Source: an optimization exercise on an open RTL-to-GDS flow (aim: small area). Production flows keep margins and buffers that such runs may drop. Function was checked by simulation only, so behaviour that the tests miss may differ from the original.

## old
Design fir_filt, start of the top module:
module fir_filt
#(
	parameter sig_width = 12,
	parameter reg_width = 32,
	parameter coef_width = 24,
	parameter coef_count = 8,
	localparam coef_id_w = $clog2(coef_count),
	parameter max_shift = 32,
	localparam max_shift_w = $clog2(max_shift)
)
(
	input rst,
	input flush,
	input clk,
	input [coef_id_w-1:0] addr,
	input [coef_width-1:0] coef,
	input coef_ready,
	output reg coef_done,
	output [coef_width-1:0] coef_r,
	input result_shift_ready,
	input [max_shift_w-1:0] result_shift_i,
	output reg result_shift_done,
	output reg [max_shift_w-1:0] result_shift,
	input conv_done,
	input [sig_width-1:0] adc_in_a,
	input [sig_width-1:0] adc_in_b,
	output [sig_width-1:0] filt_out_a,
	output [sig_width-1:0] filt_out_b,
	output reg filt_done
);
Size: ~120 I/O pins, ~0.036 sq mm of cells after synthesis.
==> module fir_filt, before the edit <==
module fir_filt
#(
	parameter sig_width = 12,
	parameter reg_width = 32,
	parameter coef_width = 24,
	parameter coef_count = 8,
	localparam coef_id_w = $clog2(coef_count),
	parameter max_shift = 32,
	localparam max_shift_w = $clog2(max_shift)
)
(
	input rst,
	input flush,
	input clk,
	input [coef_id_w-1:0] addr,
	input [coef_width-1:0] coef,
	input coef_ready,
	output reg coef_done,
	output [coef_width-1:0] coef_r,
	input result_shift_ready,
	input [max_shift_w-1:0] result_shift_i,
	output reg result_shift_done,
	output reg [max_shift_w-1:0] result_shift,
	input conv_done,
	input [sig_width-1:0] adc_in_a,
	input [sig_width-1:0] adc_in_b,
	output [sig_width-1:0] filt_out_a,
	output [sig_width-1:0] filt_out_b,
	output reg filt_done
);
	integer i;
	reg cc_r;
	always @(posedge clk) cc_r <= conv_done;
	wire take = conv_done & ~cc_r & ~flush & ~rst;	 
	wire clr = rst | flush;
	reg [coef_width-1:0] coeffs [0:coef_count-1];
	wire [coef_width-1:0] wdata = rst ? 0 : coef;
	always @(posedge clk) begin
		for (i = 0; i < coef_count; i = i + 1)
			if (rst | (coef_ready & (addr == i)))
				coeffs[i] <= (i == 0) ? {wdata[coef_width-1:1], wdata[0] | rst} : wdata;
		coef_done <= ~rst & coef_ready;
	end
	reg [coef_count-1:0] addr_oh;
	always @(posedge clk)
		for (i = 0; i < coef_count; i = i + 1)
			addr_oh[i] <= (addr == i);
	reg [coef_width-1:0] coef_rd;
	always @(*) begin
		coef_rd = 0;
		for (i = 0; i < coef_count; i = i + 1)
			coef_rd = coef_rd | ({coef_width{addr_oh[i]}} & coeffs[i]);
	end
	assign coef_r = coef_rd;
	always @(posedge clk) begin
		if (rst | result_shift_ready)
			result_shift <= rst ? 0 : result_shift_i;
		result_shift_done <= ~rst & result_shift_ready;
	end
	reg [2:0] cnt, ha;
	reg [3:0] nv;
	reg live;		 
	wire idle = (cnt == 7);
	reg [2:0] cnt_n, ha_n;
	reg [3:0] nv_n;
	always @(*) begin
		cnt_n = rst ? 3'd7 : (take | ~idle) ? cnt + 3'd1 : cnt;
		ha_n = rst ? 3'd0 : (ha == 6) ? (take ? 3'd1 : 3'd0) : (ha == 5 && take) ? 3'd0 : ha + 3'd1 + take;
		nv_n = clr ? 4'd0 : (take && nv != 8) ? nv + 4'd1 : nv;
	end
	always @(posedge clk) begin
		cnt <= cnt_n;
		ha <= ha_n;
		nv <= nv_n;
		live <= ~clr & (take | live);
		filt_done <= ~clr & live & (cnt == 5);
	end
	reg [2:0] hs_n, hage_n, cidx_n;
	reg [3:0] nvs_n;
	reg idle_nn, last_nn;
	always @(*) begin
		idle_nn = (cnt_n == 7);
		last_nn = (cnt_n == 6);
		hs_n = idle_nn ? ((ha_n == 6) ? 3'd0 : ha_n + 3'd1) : ha_n;
		hage_n = (hs_n == 0 && !last_nn) ? 3'd7 : hs_n;
		nvs_n = idle_nn ? ((nv_n == 8) ? 4'd8 : nv_n + 4'd1) : nv_n;
		cidx_n = last_nn ? 3'd0 : hage_n;
	end
	reg first, last, head_ok, hs0;
	reg [coef_count-1:0] csel;	 
	always @(posedge clk) begin
		first <= idle_nn;
		last <= last_nn;
		head_ok <= {1'b0, hage_n} < nvs_n;
		hs0 <= (hs_n == 0);
		for (i = 0; i < coef_count; i = i + 1)
			csel[i] <= (cidx_n == i);
	end
	wire ins = hs0 & (take | ~(first | last));	 
	reg [sig_width-1:0] ring_a [0:6];
	reg [sig_width-1:0] ring_b [0:6];
	reg [sig_width-1:0] stg_a, stg_b;
	wire [sig_width-1:0] head_a = head_ok ? ring_a[6] : 0;
	wire [sig_width-1:0] head_b = head_ok ? ring_b[6] : 0;
	always @(posedge clk) begin
		if (take) begin
			stg_a <= adc_in_a;
			stg_b <= adc_in_b;
		end
		for (i = 1; i < 7; i = i + 1) begin
			ring_a[i] <= ring_a[i-1];
			ring_b[i] <= ring_b[i-1];
		end
		ring_a[0] <= ins ? (take ? adc_in_a : stg_a) : head_a;
		ring_b[0] <= ins ? (take ? adc_in_b : stg_b) : head_b;
	end
	reg [coef_width-1:0] cm;
	always @(*) begin
		cm = 0;
		for (i = 0; i < coef_count; i = i + 1)
			cm = cm | ({coef_width{csel[i]}} & coeffs[i]);
	end
	wire [sig_width-1:0] xa = last ? stg_a : head_a;
	wire [sig_width-1:0] xb = last ? stg_b : head_b;
	reg [reg_width-1:0] acc_a, acc_b;
	wire [reg_width-1:0] sum_a, sum_b;
	fir_mac mac_a (.x(xa), .c(cm), .a(first ? {reg_width{1'b0}} : acc_a), .y(sum_a));
	fir_mac mac_b (.x(xb), .c(cm), .a(first ? {reg_width{1'b0}} : acc_b), .y(sum_b));
	always @(posedge clk) begin
		acc_a <= sum_a;
		acc_b <= sum_b;
	end
	wire [reg_width-1:0] sh_a = sum_a >> result_shift;
	wire [reg_width-1:0] sh_b = sum_b >> result_shift;
	assign filt_out_a = sh_a[sig_width-1:0];
	assign filt_out_b = sh_b[sig_width-1:0];
endmodule
Settings: LEC_CHECK=0, CAP_MARGIN=20, CORE_MARGIN=2, CORE_UTILIZATION=55, SLEW_MARGIN=20; clock period 10.0 ns.
standard.sh (not shown) runs the stock make flow with config.mk's settings and CLKGATE_MAP_FILE= SYNTH_SCRIPT=/design/flow/synth_recipe.tcl, a recipe that flattens the netlist after the stock synthesis.
==> flow/flow/run.sh <==
#!/bin/bash
# The standard synthesis, then polarity.py drops inverters from its netlist
# (full adders and gates with a complemented twin change polarity), then the
# standard layout of that netlist.
set -euo pipefail
R=orfs/results/${FLOW_PLATFORM}/fir_filt/base
LIB=${FLOW_HOME}/platforms/${FLOW_PLATFORM}/lib/sky130_fd_sc_hd__tt_025C_1v80.lib
bash standard.sh synth > synth.log 2>&1
cp $R/1_2_yosys.v $R/1_2_yosys.standard.v
python3 flow/polarity.py $LIB $R/1_2_yosys.standard.v $R/1_2_yosys.v > polarity.log 2>&1
rm -f $R/1_synth.odb $R/1_synth.sdc
bash standard.sh "BUFFER_PORTS_ARGS=-buffer_cell sky130_fd_sc_hd__buf_2" finish > layout.log 2>&1
Other scripts of this flow, unchanged in this note and not shown: flow/flow/polarity.py
The inputs of new differ from those of old as listed below.
--- a/flow/design.v
+++ b/flow/design.v
@@ -86,12 +86,13 @@
 		nvs_n = idle_nn ? ((nv_n == 8) ? 4'd8 : nv_n + 4'd1) : nv_n;
 		cidx_n = last_nn ? 3'd0 : hage_n;
 	end
+	wire next_ok = {1'b0, hage_n} < nvs_n;
 	reg first, last, head_ok, hs0;
 	reg [coef_count-1:0] csel;	 
 	always @(posedge clk) begin
 		first <= idle_nn;
 		last <= last_nn;
-		head_ok <= {1'b0, hage_n} < nvs_n;
+		head_ok <= next_ok;
 		hs0 <= (hs_n == 0);
 		for (i = 0; i < coef_count; i = i + 1)
 			csel[i] <= (cidx_n == i);
@@ -120,8 +121,11 @@
 		for (i = 0; i < coef_count; i = i + 1)
 			cm = cm | ({coef_width{csel[i]}} & coeffs[i]);
 	end
-	wire [sig_width-1:0] xa = last ? stg_a : head_a;
-	wire [sig_width-1:0] xb = last ? stg_b : head_b;
+	reg [sig_width-1:0] xa, xb;
+	always @(posedge clk) begin
+		xa <= last_nn ? stg_a : next_ok ? ring_a[5] : 0;
+		xb <= last_nn ? stg_b : next_ok ? ring_b[5] : 0;
+	end
 	reg [reg_width-1:0] acc_a, acc_b;
 	wire [reg_width-1:0] sum_a, sum_b;
 	fir_mac mac_a (.x(xa), .c(cm), .a(first ? {reg_width{1'b0}} : acc_a), .y(sum_a));
==> run summary <==
Final-layout clock buffer total went up by a little under 10% going from old to new.
Total vias in the final route (lower): new
The area occupied by multi-input gates of old and that of new are within noise of each other.
Tap cell count is lower on old
For the diode insertion count for antenna repair, new came in 1 lower than old did.
new: number of ordinary inverters in the final layout about 80% above old
sky130_fd_sc_hd__fa_1 as the leading cell type in the layout, fill and taps excluded was reported by new, and sky130_fd_sc_hd__nor2_1 by old.
Looking only at cell count, and setting everything else aside, the lower value of new and old goes to new.

afterwards: timing with drivers on the ports:
No port has a modelled driver above. Below, the same layouts with a new extraction and two added sets of constraints.
Step 1 sets driving cells, clkbuf_16 on the clock port and buf_2 on the other inputs (assumed; they add their load-dependent delay and slew).
Step 2, shift: input delay + t, output delay - t, t = (earliest + latest rising clock arrival at the registers) / 2. This alone moves slack from input paths to output paths.
Three values: ideal, step 1, step 2; two values: the first two.
run	t (ns)	setup WS [ns]	worst hold slack (ns)	worst setup path after step 2	worst slew at a driven data input, ns
old	0.669	0.192 / 0.125 / 0.794	0.317 / 0.317 / 0.317	register to output	0.06
new	0.688	0.225 / 0.159 / 0.846	0.321 / 0.321 / 0.321	register to output	0.04
After both steps setup and hold are still met in every run listed.
